Background: an optimization exercise with open tools, aiming at small area, a short achievable clock period and few clock cycles per item. Do not read the settings as production practice. Where RTL was checked, it was by simulation tests only, not by an equivalence proof against the original.

Setup of branch onyx:
==> flow/design.v <==
module ysyx_23060136_EXU_DIV(
        input                 clk           ,
        input                 rst           ,
        input         [63:0]  dividend      ,
        input         [63:0]  divisor       ,
        input                 div_valid     ,
        input                 divw          ,
        input                 div_signed    ,
        output                div_ready     ,
        output                div_out_valid ,
        output        [63:0]  quotient      ,
        output        [63:0]  remainder
 );
    localparam [2:0] S_IDLE  = 3'd0,
                     S_PREP  = 3'd1,
                     S_ITER  = 3'd2,
                     S_CORR  = 3'd3,
                     S_DONE  = 3'd4;
    wire        sa_in = div_signed & (divw ? dividend[31] : dividend[63]);
    wire        sb_in = div_signed & (divw ? divisor[31]  : divisor[63]);
    wire        qn_in = sa_in ^ sb_in;
    wire [64:0] a_ext = divw ? {{33{sa_in}}, dividend[31:0]} : {sa_in, dividend};
    wire [65:0] b_ext = divw ? {{34{sb_in}}, divisor[31:0]}  : {{2{sb_in}}, divisor};
    wire [6:0]  lza, lzb;
    ysyx_23060136_EXU_DIV_lzc u_lza (.x(a_ext[63:0] ^ {64{sa_in}}), .z(lza));
    ysyx_23060136_EXU_DIV_lzc u_lzb (.x(b_ext[63:0] ^ {64{sb_in}}), .z(lzb));
    wire [5:0]  lzbc  = lzb[5:0] | {6{lzb[6]}};
    wire        dz_in = lzb[6] & ~sb_in;                     
    wire [63:0] q_ones = divw ? (qn_in ? 64'hffffffff00000001 : 64'h00000000ffffffff)
                              : (qn_in ? 64'h0000000000000001 : 64'hffffffffffffffff);
    logic [2:0]  state;
    logic [65:0] R;          
    logic [65:0] D;          
    logic [63:0] Q;
    logic [6:0]  lza_r;
    logic [6:0]  lzb_r;      
    logic        dz;         
    logic        sa, qneg;
    logic        sub;        
    logic        kx;         
    logic        q0;         
    wire [65:0] y    = D ^ {66{sub}};
    wire        cin  = sub;
    wire [65:0] sum;
    ysyx_23060136_EXU_DIV_add u_add (.a(R), .b(y), .cin(cin), .s(sum));
    wire [65:0] cpre = {R[64:0] | y[64:0], cin};
    wire        zero = &(~(R ^ y ^ cpre));
    wire        sub_n = (sum[65] | (zero & sa)) ^ kx;
    wire        acc   = sub_n ^ qneg;
    wire        fin   = sub ^ qneg;
    wire [5:0]  dd   = lzb_r[5:0] - lza_r[5:0];
    wire        early = dz | (lzb_r < lza_r);
    wire [65:0] d_sh = D << dd;
    wire        last = (lzb_r[5:0] == 6'd0);
    always_ff @(posedge clk) begin
        if (rst) begin
            state <= S_IDLE;
        end
        else begin
            case (state)
            S_IDLE:  if (div_valid) state <= S_PREP;
            S_PREP:  state <= early ? S_IDLE : S_ITER;
            S_ITER:  if (q0) state <= qneg ? S_DONE : S_IDLE;
                     else if (last) state <= S_CORR;
            S_CORR:  state <= fin ? S_IDLE : S_DONE;
            default: state <= S_IDLE;
            endcase
        end
    end
    wire [65:0] a_ld = {a_ext[64], a_ext};
    always_ff @(posedge clk) begin
        case (state)
        S_PREP:         R <= qneg ? sum : a_ld;
        S_ITER:         R <= q0 ? a_ld : sum;
        S_CORR:         R <= sum;
        default:        R <= a_ld;
        endcase
    end
    always_ff @(posedge clk) begin
        case (state)
        S_PREP:  D <= d_sh;
        S_ITER:  D <= last ? b_ext : {D[65], D[65:1]};
        default: D <= b_ext;
        endcase
    end
    always_ff @(posedge clk) begin
        case (state)
        S_IDLE: begin
            Q     <= dz_in ? q_ones : 64'b0;
            lza_r <= lza;
            dz    <= dz_in;
            lzb_r <= {1'b0, lzbc} + {6'b0, sa_in};
            sa    <= sa_in;
            qneg  <= qn_in;
            sub   <= ~qn_in;
            kx    <= ~sa_in ^ qn_in;
        end
        S_PREP: begin
            lzb_r <= {1'b0, dd};
            Q   <= {64{qneg}};
            q0  <= ~acc;
        end
        S_ITER: begin
            sub <= sub_n;
            Q   <= q0 ? 64'b0 : {Q[62:0], sub_n};
            lzb_r <= lzb_r - 7'd1;
        end
        default: ;
        endcase
    end
    assign div_ready     = (state == S_IDLE);
    assign div_out_valid = (state == S_DONE) | ((state == S_PREP) & early) |
                           ((state == S_ITER) & q0 & ~qneg) | ((state == S_CORR) & fin);
    assign quotient      = Q;
    assign remainder     = R[63:0];
endmodule
module ysyx_23060136_EXU_DIV_add(
        input         [65:0]  a,
        input         [65:0]  b,
        input                 cin,
        output        [65:0]  s
 );
    localparam N = 67;
    wire [N-1:0] g [0:7];
    wire [N-1:0] p [0:7];
    assign g[0] = {a & b, cin};
    assign p[0] = {a ^ b, 1'b0};
    genvar l, i;
    generate
        for (l = 0; l < 7; l = l + 1) begin : lv
            for (i = 0; i < N; i = i + 1) begin : bt
                if ((i >> l) & 1) begin : m
                    localparam integer J = ((i >> l) << l) - 1;
                    assign g[l+1][i] = g[l][i] | (p[l][i] & g[l][J]);
                    assign p[l+1][i] = p[l][i] & p[l][J];
                end
                else begin : t
                    assign g[l+1][i] = g[l][i];
                    assign p[l+1][i] = p[l][i];
                end
            end
        end
    endgenerate
    assign s = p[0][66:1] ^ g[7][65:0];
endmodule
module ysyx_23060136_EXU_DIV_lzc(
        input         [63:0]  x,
        output        [6:0]   z
 );
    wire [31:0]     v1;
    wire [31:0]     c1;
    wire [15:0]     v2;
    wire [15:0][1:0] c2;
    wire [7:0]      v3;
    wire [7:0][2:0] c3;
    wire [3:0]      v4;
    wire [3:0][3:0] c4;
    wire [1:0]      v5;
    wire [1:0][4:0] c5;
    genvar i;
    generate
        for (i = 0; i < 32; i = i + 1) begin : g1
            assign v1[i] = x[2*i+1] | x[2*i];
            assign c1[i] = ~x[2*i+1];
        end
        for (i = 0; i < 16; i = i + 1) begin : g2
            assign v2[i] = v1[2*i+1] | v1[2*i];
            assign c2[i] = v1[2*i+1] ? {1'b0, c1[2*i+1]} : {1'b1, c1[2*i]};
        end
        for (i = 0; i < 8; i = i + 1) begin : g3
            assign v3[i] = v2[2*i+1] | v2[2*i];
            assign c3[i] = v2[2*i+1] ? {1'b0, c2[2*i+1]} : {1'b1, c2[2*i]};
        end
        for (i = 0; i < 4; i = i + 1) begin : g4
            assign v4[i] = v3[2*i+1] | v3[2*i];
            assign c4[i] = v3[2*i+1] ? {1'b0, c3[2*i+1]} : {1'b1, c3[2*i]};
        end
        for (i = 0; i < 2; i = i + 1) begin : g5
            assign v5[i] = v4[2*i+1] | v4[2*i];
            assign c5[i] = v4[2*i+1] ? {1'b0, c4[2*i+1]} : {1'b1, c4[2*i]};
        end
    endgenerate
    assign z = (v5[1] | v5[0]) ? (v5[1] ? {2'b00, c5[1]} : {2'b01, c5[0]}) : 7'd64;
endmodule
export LEC_CHECK = 0
export CAP_MARGIN = 20
export CORE_MARGIN = 2
export CORE_UTILIZATION = 40
export GPL_ROUTABILITY_DRIVEN = 0
export SETUP_SLACK_MARGIN = 2.2
export SLEW_MARGIN = 20
create_clock -name core_clock -period 6.5 [get_ports {clk}]
standard.sh (not shown) runs the stock make flow with config.mk's settings and CLKGATE_MAP_FILE= SYNTH_SCRIPT=/design/flow/synth_recipe.tcl, a recipe that flattens the netlist after the stock synthesis.
==> flow/flow/run.sh <==
#!/bin/bash
# Standard layout, with plain buffers (sky130_fd_sc_hd__buf_1) on the ports
# instead of the delay buffers buffer_ports picks by default.
set -euo pipefail
export BUFFER_PORTS_ARGS="-buffer_cell sky130_fd_sc_hd__buf_1"
bash standard.sh > standard_flow.log 2>&1
Testbench counts of branch onyx, summed over its fixed seeds: cycles 10,303, items 960.
Here is what was changed in the inputs of branch tundra compared with branch onyx.
-- flow/design.v --
<<< branch onyx, line 16
                     S_ITER  = 3'd2,
                     S_CORR  = 3'd3,
                     S_DONE  = 3'd4;
    wire        sa_in = div_signed & (divw ? dividend[31] : dividend[63]);
    wire        sb_in = div_signed & (divw ? divisor[31]  : divisor[63]);
>>> branch tundra, line 16
                     S_ITER  = 3'd2,
                     S_CORR  = 3'd3,
                     S_REST  = 3'd4,
                     S_DONE  = 3'd5;
    wire        sa_in = div_signed & (divw ? dividend[31] : dividend[63]);
    wire        sb_in = div_signed & (divw ? divisor[31]  : divisor[63]);
<<< branch onyx, line 39
    logic        sub;        
    logic        kx;         
    logic        q0;         
    wire [65:0] y    = D ^ {66{sub}};
    wire        cin  = sub;
>>> branch tundra, line 40
    logic        sub;        
    logic        kx;         
    wire [65:0] y    = D ^ {66{sub}};
    wire        cin  = sub;
<<< branch onyx, line 60
            case (state)
            S_IDLE:  if (div_valid) state <= S_PREP;
            S_PREP:  state <= early ? S_IDLE : S_ITER;
            S_ITER:  if (q0) state <= qneg ? S_DONE : S_IDLE;
                     else if (last) state <= S_CORR;
            S_CORR:  state <= fin ? S_IDLE : S_DONE;
            default: state <= S_IDLE;
            endcase
>>> branch tundra, line 60
            case (state)
            S_IDLE:  if (div_valid) state <= S_PREP;
            S_PREP:  state <= early ? S_IDLE : (acc ? S_ITER : (qneg ? S_REST : S_DONE));
            S_ITER:  if (last) state <= S_CORR;
            S_CORR:  state <= fin ? S_IDLE : S_DONE;
            S_REST:  state <= S_DONE;
            default: state <= S_IDLE;
            endcase
<<< branch onyx, line 72
        case (state)
        S_PREP:         R <= qneg ? sum : a_ld;
        S_ITER:         R <= q0 ? a_ld : sum;
        S_CORR:         R <= sum;
        default:        R <= a_ld;
        endcase
>>> branch tundra, line 72
        case (state)
        S_PREP:         R <= qneg ? sum : a_ld;
        S_ITER, S_CORR: R <= sum;
        default:        R <= a_ld;
        endcase
<<< branch onyx, line 99
            lzb_r <= {1'b0, dd};
            Q   <= {64{qneg}};
            q0  <= ~acc;
        end
        S_ITER: begin
            sub <= sub_n;
            Q   <= q0 ? 64'b0 : {Q[62:0], sub_n};
            lzb_r <= lzb_r - 7'd1;
        end
        default: ;
>>> branch tundra, line 98
            lzb_r <= {1'b0, dd};
            Q   <= {64{qneg}};
        end
        S_ITER: begin
            sub <= sub_n;
            Q   <= {Q[62:0], sub_n};
            lzb_r <= lzb_r - 7'd1;
        end
        S_REST: begin
            Q <= 64'b0;
        end
        default: ;
<<< branch onyx, line 111
    assign div_ready     = (state == S_IDLE);
    assign div_out_valid = (state == S_DONE) | ((state == S_PREP) & early) |
                           ((state == S_ITER) & q0 & ~qneg) | ((state == S_CORR) & fin);
    assign quotient      = Q;
    assign remainder     = R[63:0];
>>> branch tundra, line 112
    assign div_ready     = (state == S_IDLE);
    assign div_out_valid = (state == S_DONE) | ((state == S_PREP) & early) |
                           ((state == S_CORR) & fin);
    assign quotient      = Q;
    assign remainder     = R[63:0];
==> summary.txt <==
Note that the first-iteration DRC count recorded for branch tundra amounts to 0.853 times the value seen in branch onyx.
branch tundra reports a lower met2 wire length than branch onyx does.
The core of branch tundra is more densely filled than that of branch onyx.
branch tundra against branch onyx: critical path depth shows a reduction of 2; area used by sequential logic in the layout down 0.57%; final standard cell count with taps included and fillers excluded went down.
Measured against each other, branch onyx and branch tundra differ in count of clock-buffer cells in the layout, the higher figure coming from branch tundra.
Summary of branch tundra over branch onyx: post-placement worst setup slack down 120 ps; net total in the final layout now smaller; layout overhead on the synthesized area shows an increase of 1.4 points.
branch tundra ended up with reg2reg as its critical path class; branch onyx ended up with reg2out.
For branch tundra, only the layout was checked, not whether the RTL still works.

[static timing again, ports no longer ideal]
The flow's constraints put no driver on any port. The routed layouts listed below were extracted and timed again, unchanged, in two steps. Step 1 sets driving cells, clkbuf_16 on the clock port and buf_2 on the other inputs (assumed; they add their load-dependent delay and slew). Step 2, shift: input delay + t, output delay - t, t = (earliest + latest rising clock arrival at the registers) / 2. This alone moves slack from input paths to output paths. a / b / c = no drivers / after step 1 / after step 2; a / b = the first two.
run	t, ns	setup slack, ns	hold WS [ns]	clock arrival spread, ns	slew at the worst register clock pin (ns)
branch onyx	0.643	2.250 / 2.193 / 1.688	0.544 / 0.544 / 0.544	0.031 / 0.031	0.08 / 0.08
branch tundra	0.613	2.104 / 2.104 / 1.799	0.548 / 0.548 / 0.548	0.019 / 0.019	0.07 / 0.07
After both steps setup and hold are still met in every run listed. For branch onyx, which loses most, drivers alone change the setup slack by -0.057 ns; drivers and shift together by -0.562 ns.
